What follows belongs to an exercise in optimizing a design on an open flow for small area; a production flow would make more cautious choices. The RTL was checked by simulation tests, not by an equivalence proof against the original design. Power figures rest on the tool's default switching activity, not on a simulated workload.

==> flow/design.v <==
module fifo
#(
    parameter DATA_WIDTH = 20,
    parameter FIFO_DEPTH = 16,
    parameter ADDR_WIDTH = 4
)
(
    input  wire                  clk,
    input  wire                  rst,
    input  wire                  wr_en,
    input  wire                  rd_en,
    input  wire [DATA_WIDTH-1:0] wr_data,
    output wire [DATA_WIDTH-1:0] rd_data,
    output wire                  full,
    output wire                  empty
);
    reg [DATA_WIDTH-1:0] fifo_mem [0:FIFO_DEPTH-1];
    reg [ADDR_WIDTH:0]   head_idx;
    assign empty = head_idx[ADDR_WIDTH];
    assign full  = (head_idx == FIFO_DEPTH - 1);
    wire push = wr_en && !full;
    wire pop  = rd_en && !empty;
    integer k;
    always @(posedge clk) begin
        if (push) begin
            fifo_mem[0] <= wr_data;
            for (k = 1; k < FIFO_DEPTH; k = k + 1)
                fifo_mem[k] <= fifo_mem[k-1];
        end
    end
    always @(posedge clk or posedge rst) begin
        if (rst)
            head_idx <= {(ADDR_WIDTH+1){1'b1}};
        else if (push && !pop)
            head_idx <= head_idx + 1'b1;
        else if (pop && !push)
            head_idx <= head_idx - 1'b1;
    end
    reg [DATA_WIDTH-1:0] rd_mux;
    always @(*) begin
        rd_mux = {DATA_WIDTH{1'b0}};
        for (k = 0; k < FIFO_DEPTH; k = k + 1)
            rd_mux = rd_mux | (fifo_mem[k] & {DATA_WIDTH{head_idx[ADDR_WIDTH-1:0] == k}});
    end
    assign rd_data = rd_mux;
endmodule
module LIF_neuron
(
    input  wire       clk,
    input  wire       rst,
    input  wire       fire,       
    input  wire       load,       
    input  wire [6:0] load_val,   
    output reg  [6:0] pot_lo,
    output wire [6:0] pot_dec,    
    output wire       pot_zero    
);
    wire [7:0] zero_below;
    assign zero_below[0] = 1'b1;
    genvar k;
    generate
        for (k = 1; k < 8; k = k + 1) begin : g_z
            assign zero_below[k] = zero_below[k-1] & ~pot_lo[k-1];
        end
    endgenerate
    assign pot_dec  = pot_lo ^ zero_below[6:0];
    assign pot_zero = zero_below[7];
    wire keep = ~fire & ~load & ~pot_zero;
    always @(posedge clk or posedge rst) begin
        if (rst)
            pot_lo <= 7'd0;
        else
            pot_lo <= ({7{keep}} & pot_dec) | ({7{load}} & load_val);
    end
endmodule
module snn_core
#(
    parameter N_NEURONS  = 16,
    parameter ID_WIDTH   = 4,
    parameter DATA_WIDTH = 16,
    parameter FIFO_DEPTH = 16,
    parameter FIFO_AW    = 4
)
(
    input  wire                               clk,
    input  wire                               rst,
    input  wire                               ev_valid,
    input  wire [ID_WIDTH+DATA_WIDTH-1:0]     ev_data,
    input  wire                               run,
    output wire                               full,
    output wire                               empty,
    output wire [N_NEURONS-1:0]               spike_out,
    output wire [N_NEURONS*DATA_WIDTH-1:0]    potential
);
    localparam THRESHOLD = 100;
    wire [ID_WIDTH+DATA_WIDTH-1:0] head;
    fifo #(
        .DATA_WIDTH (ID_WIDTH+DATA_WIDTH),
        .FIFO_DEPTH (FIFO_DEPTH),
        .ADDR_WIDTH (FIFO_AW)
    ) u_queue (
        .clk     (clk),
        .rst     (rst),
        .wr_en   (ev_valid),
        .rd_en   (run),
        .wr_data (ev_data),
        .rd_data (head),
        .full    (full),
        .empty   (empty)
    );
    wire                  deliver = run && !empty;
    wire [ID_WIDTH-1:0]   head_id = head[ID_WIDTH+DATA_WIDTH-1:DATA_WIDTH];
    wire [DATA_WIDTH-1:0] head_w  = head[DATA_WIDTH-1:0];
    reg  [ID_WIDTH-1:0]   last_id;
    reg  [8:0]            hi_n;
    reg                   at_thr;
    reg  [ID_WIDTH-1:0]   spk_id;
    reg                   spk_v;
    wire [6:0]            lo     [0:N_NEURONS-1];
    wire [6:0]            dec    [0:N_NEURONS-1];
    wire [N_NEURONS-1:0]  zero;
    wire [N_NEURONS-1:0]  fire;
    wire [N_NEURONS-1:0]  addr;
    reg  [6:0]            sel_dec;
    reg                   sel_zero;
    integer k;
    always @(*) begin
        sel_dec  = 7'd0;
        sel_zero = 1'b0;
        for (k = 0; k < N_NEURONS; k = k + 1) begin
            sel_dec  = sel_dec  | (dec[k] & {7{addr[k]}});
            sel_zero = sel_zero | (zero[k] & addr[k]);
        end
    end
    wire [DATA_WIDTH-1:0] y_raw = head_w + {{9{sel_zero}}, sel_dec};
    wire fire_tgt = |(addr & fire);
    wire y_neg    = (head_w == ~{{9{sel_zero}}, sel_dec});
    wire y_ok     = deliver & ~fire_tgt & ~y_neg;
    wire [DATA_WIDTH-1:0] y = y_raw & {DATA_WIDTH{y_ok}};
    genvar i;
    generate
        for (i = 0; i < N_NEURONS; i = i + 1) begin : g_neuron
            assign addr[i] = deliver && (head_id == i);
            assign fire[i] = at_thr && (last_id == i);
            LIF_neuron u_neuron (
                .clk      (clk),
                .rst      (rst),
                .fire     (fire[i]),
                .load     (addr[i]),
                .load_val (y[6:0]),
                .pot_lo   (lo[i]),
                .pot_dec  (dec[i]),
                .pot_zero (zero[i])
            );
            assign potential[i*DATA_WIDTH +: 7] = lo[i];
            assign potential[i*DATA_WIDTH+7 +: 9] = (last_id == i) ? ~hi_n : 9'd0;
            assign spike_out[i] = spk_v && (spk_id == i);
        end
    endgenerate
    always @(posedge clk or posedge rst) begin
        if (rst) begin
            last_id <= 0;
            hi_n    <= 9'h1ff;
            at_thr  <= 1'b0;
            spk_id  <= 0;
            spk_v   <= 1'b0;
        end else begin
            if (deliver) last_id <= head_id;
            hi_n   <= ~y[15:7];
            at_thr <= (y >= THRESHOLD);
            spk_id <= last_id;
            spk_v  <= at_thr;
        end
    end
endmodule
clock: 10.0 ns
lec_check: 0
cap_margin: 20
core_margin: 2
core_utilization: 60
cts_buf_list: sky130_fd_sc_hd__clkbuf_8
cts_cluster_diameter: 60
cts_cluster_size: 16
place_density: 0.75
slew_margin: 20
buffer_ports_args: -buffer_cell sky130_fd_sc_hd__buf_1
standard.sh (not shown) runs the stock make flow with config.mk's settings and CLKGATE_MAP_FILE= SYNTH_SCRIPT=/design/flow/synth_recipe.tcl, a recipe that flattens the netlist after the stock synthesis.
==> flow/flow/run.sh <==
#!/bin/bash
# The standard layout with three changes:
#  - synthesis maps with an area-oriented ABC script (flow/abc_area.script:
#    an AIG clean-up and then area mapping with amap; no buffering or upsizing in ABC, the
#    resizer buffers later as needed) in place of ORFS's abc_speed.script;
#  - synthesis leaves adders to ABC (no ADDER_MAP_FILE half/full adder cells);
#  - the port buffers are the smallest buffer (buf_1).
# Everything else, the synthesis script included, is the standard flow's own.
set -euo pipefail
W=$(pwd)
cat >> config.mk <<'MK'
export BUFFER_PORTS_ARGS = -buffer_cell sky130_fd_sc_hd__buf_1
export ADDER_MAP_FILE =
MK
rm -rf "$W/synth_scripts"
cp -r "$FLOW_HOME/scripts" "$W/synth_scripts"
cp "$W/flow/abc_area.script" "$W/synth_scripts/abc_speed.script"
SCRIPTS_DIR="$W/synth_scripts" bash standard.sh synth > synth_flow.log 2>&1
bash standard.sh > standard_flow.log 2>&1
==> flow/flow/abc_area.script <==
strash
ifraig
dc2
dch
amap
Then changed:
--- a/flow/flow/run.sh
+++ b/flow/flow/run.sh
@@ -3,3 +3,3 @@
 #  - synthesis maps with an area-oriented ABC script (flow/abc_area.script:
-#    an AIG clean-up and then area mapping with amap; no buffering or upsizing in ABC, the
+#    delay relaxed, then an area remap; no buffering or upsizing in ABC, the
 #    resizer buffers later as needed) in place of ORFS's abc_speed.script;
==> flow/flow/abc_area.script (replaced) <==
&get -n
&st
&dch
&nf -R 1000 -C 32
&put
strash
dc2
dch
amap
Outcome:
- fmax falls by 6.2%
- non-clock buffer count rises by 1
- cell count rises by 2.6%
- via count rises by 2.3%
- sequential power rises by about 3%
- total power rises by 5.8%
- die area rises by 0.76%
- design area rises by 1.3%
- wire length rises by 5.3%
Then changed:
--- a/flow/config.mk
+++ b/flow/config.mk
@@ -10,5 +10,5 @@
 export CORE_UTILIZATION = 60
-export CTS_BUF_LIST = sky130_fd_sc_hd__clkbuf_8
-export CTS_CLUSTER_DIAMETER = 60
-export CTS_CLUSTER_SIZE = 16
+export CTS_BUF_LIST = sky130_fd_sc_hd__clkbuf_16
+export CTS_CLUSTER_DIAMETER = 70
+export CTS_CLUSTER_SIZE = 28
 export PLACE_DENSITY = 0.75
Power increases by 2.1%.
Non-clock buffer count drops by 2.
Global-route usage is about the same.
Clock-buffer cell count went down by 15.
Final cell count fell by 0.87%.
Hold slack barely changes.
Wire length is lower by 0.34%.
Then changed:
--- a/flow/flow/run.sh
+++ b/flow/flow/run.sh
@@ -3,3 +3,3 @@
 #  - synthesis maps with an area-oriented ABC script (flow/abc_area.script:
-#    delay relaxed, then an area remap; no buffering or upsizing in ABC, the
+#    an AIG clean-up and then area mapping with amap; no buffering or upsizing in ABC, the
 #    resizer buffers later as needed) in place of ORFS's abc_speed.script;
==> flow/flow/abc_area.script (replaced) <==
strash
ifraig
dc2
dch
amap
--- a/flow/config.mk
+++ b/flow/config.mk
@@ -10,5 +10,5 @@
 export CORE_UTILIZATION = 60
-export CTS_BUF_LIST = sky130_fd_sc_hd__clkbuf_16
-export CTS_CLUSTER_DIAMETER = 70
-export CTS_CLUSTER_SIZE = 28
+export CTS_BUF_LIST = sky130_fd_sc_hd__clkbuf_8
+export CTS_CLUSTER_DIAMETER = 50
+export CTS_CLUSTER_SIZE = 20
 export PLACE_DENSITY = 0.75
Routed wire length came out lower by 5.0%.
Die area drops by 0.76%.
Global-route usage goes down by 1.5 points.
First-iteration DRC count drops by about 13%.

---

Another version of the RTL of snn_core (not shown whole).
For scale: ~1600 cells after synthesis, about 300 I/O pins, about 19000 um^2 of cells after synthesis.
## snn_core
module snn_core
#(
    parameter N_NEURONS  = 16,
    parameter ID_WIDTH   = 4,
    parameter DATA_WIDTH = 16,
    parameter FIFO_DEPTH = 16,
    parameter FIFO_AW    = 4
)
(
    input  wire                               clk,
    input  wire                               rst,
    input  wire                               ev_valid,
    input  wire [ID_WIDTH+DATA_WIDTH-1:0]     ev_data,
    input  wire                               run,
    output wire                               full,
    output wire                               empty,
    output wire [N_NEURONS-1:0]               spike_out,
    output wire [N_NEURONS*DATA_WIDTH-1:0]    potential
);
clock: 10.0 ns
lec_check: 0
cap_margin: 20
core_margin: 2
core_utilization: 60
cts_buf_list: sky130_fd_sc_hd__clkbuf_8
cts_cluster_diameter: 60
cts_cluster_size: 16
gpl_timing_driven: 0
place_density: 0.75
slew_margin: 20
buffer_ports_args: -buffer_cell sky130_fd_sc_hd__buf_1
==> flow/flow/run.sh <==
#!/bin/bash
# The standard layout with three changes:
#  - synthesis maps with an area-oriented ABC script (flow/abc_area.script:
#    delay relaxed, then an area remap; no buffering or upsizing in ABC, the
#    resizer buffers later as needed) in place of ORFS's abc_speed.script;
#  - synthesis leaves adders to ABC (no ADDER_MAP_FILE half/full adder cells);
#  - the port buffers are the smallest buffer (buf_1).
# Everything else, the synthesis script included, is the standard flow's own.
set -euo pipefail
W=$(pwd)
cat >> config.mk <<'MK'
export BUFFER_PORTS_ARGS = -buffer_cell sky130_fd_sc_hd__buf_1
export ADDER_MAP_FILE =
MK
rm -rf "$W/synth_scripts"
cp -r "$FLOW_HOME/scripts" "$W/synth_scripts"
cp "$W/flow/abc_area.script" "$W/synth_scripts/abc_speed.script"
SCRIPTS_DIR="$W/synth_scripts" bash standard.sh synth > synth_flow.log 2>&1
bash standard.sh > standard_flow.log 2>&1
==> flow/flow/abc_area.script <==
&get -n
&st
&dch
&nf -R 1000 -C 32
&put
strash
dc2
dch
amap
==> next run, changes <==
Settings changed: CORE_UTILIZATION 60 to 75, PLACE_DENSITY 0.75 to 0.88.
The changed run completed without violations. Core utilization came out higher by 17 points. Non-clock buffer count went up by 4. Routed wire length climbs by 6.9%. Register-to-register slack gets worse by 0.11 ns. Setup slack degrades by 0.11 ns. Total power rose by 1.9%. Via count grows by 6.6%. Sequential power is about the same. Cell area goes down by 0.32%.
==> next run, changes <==
Settings changed: CORE_UTILIZATION 75 to 60, GPL_TIMING_DRIVEN 0 to unset, PLACE_DENSITY 0.88 to 0.75.
Combinational power went down by a few percent.
Cell area is higher slightly.
Routed wire length shrinks by a few percent.
Worst setup slack gains 0.66 ns.
==> next run, changes <==
Settings changed: CAP_MARGIN 20 to 0, SLEW_MARGIN 20 to 0.
Result: Worst setup slack loses 0.046 ns; design area barely changes; sequential share of layout area barely changes; cell count stays the same; via count shrinks by 0.90%; area after synthesis is unchanged; routed wire length shrinks by about 0.4%.

-- afterwards: timing with drivers on the ports --
Ports are ideal in the flow. The routed layouts listed here were re-timed in OpenROAD. Step 1: set_driving_cell puts a clkbuf_16 on clk and a buf_2 on each other input, an assumption about the parent block. Step 2 also shifts input and output timing later by t, the mid clock arrival at the registers, as if the neighbouring blocks saw the same clock. a / b / c = no drivers / after step 1 / after step 2; a / b = the first two.
run	t (ns)	setup slack, ns	clock arrival spread, ns
the first run of note 1	0.611	2.165 / 2.165 / 1.923	0.031 / 0.031
the second run of note 1	0.631	1.649 / 1.649 / 1.649	0.037 / 0.037
the third run of note 1	0.633	1.572 / 1.572 / 1.572	0.042 / 0.042
the fourth run of note 1	0.611	2.172 / 2.172 / 1.926	0.033 / 0.033
the first run of note 2	0.606	0.435 / 0.435 / 0.211	0.025 / 0.026
the second run of note 2	0.611	0.324 / 0.324 / 0.006	0.032 / 0.033
the third run of note 2	0.617	0.983 / 0.983 / 0.732	0.036 / 0.036
the fourth run of note 2	0.619	0.938 / 0.938 / 0.720	0.029 / 0.030
After both steps setup and hold are still met in every run listed. For the second run of note 2, which loses most, drivers alone change the setup slack by 0.000 ns; drivers and shift together by -0.318 ns.
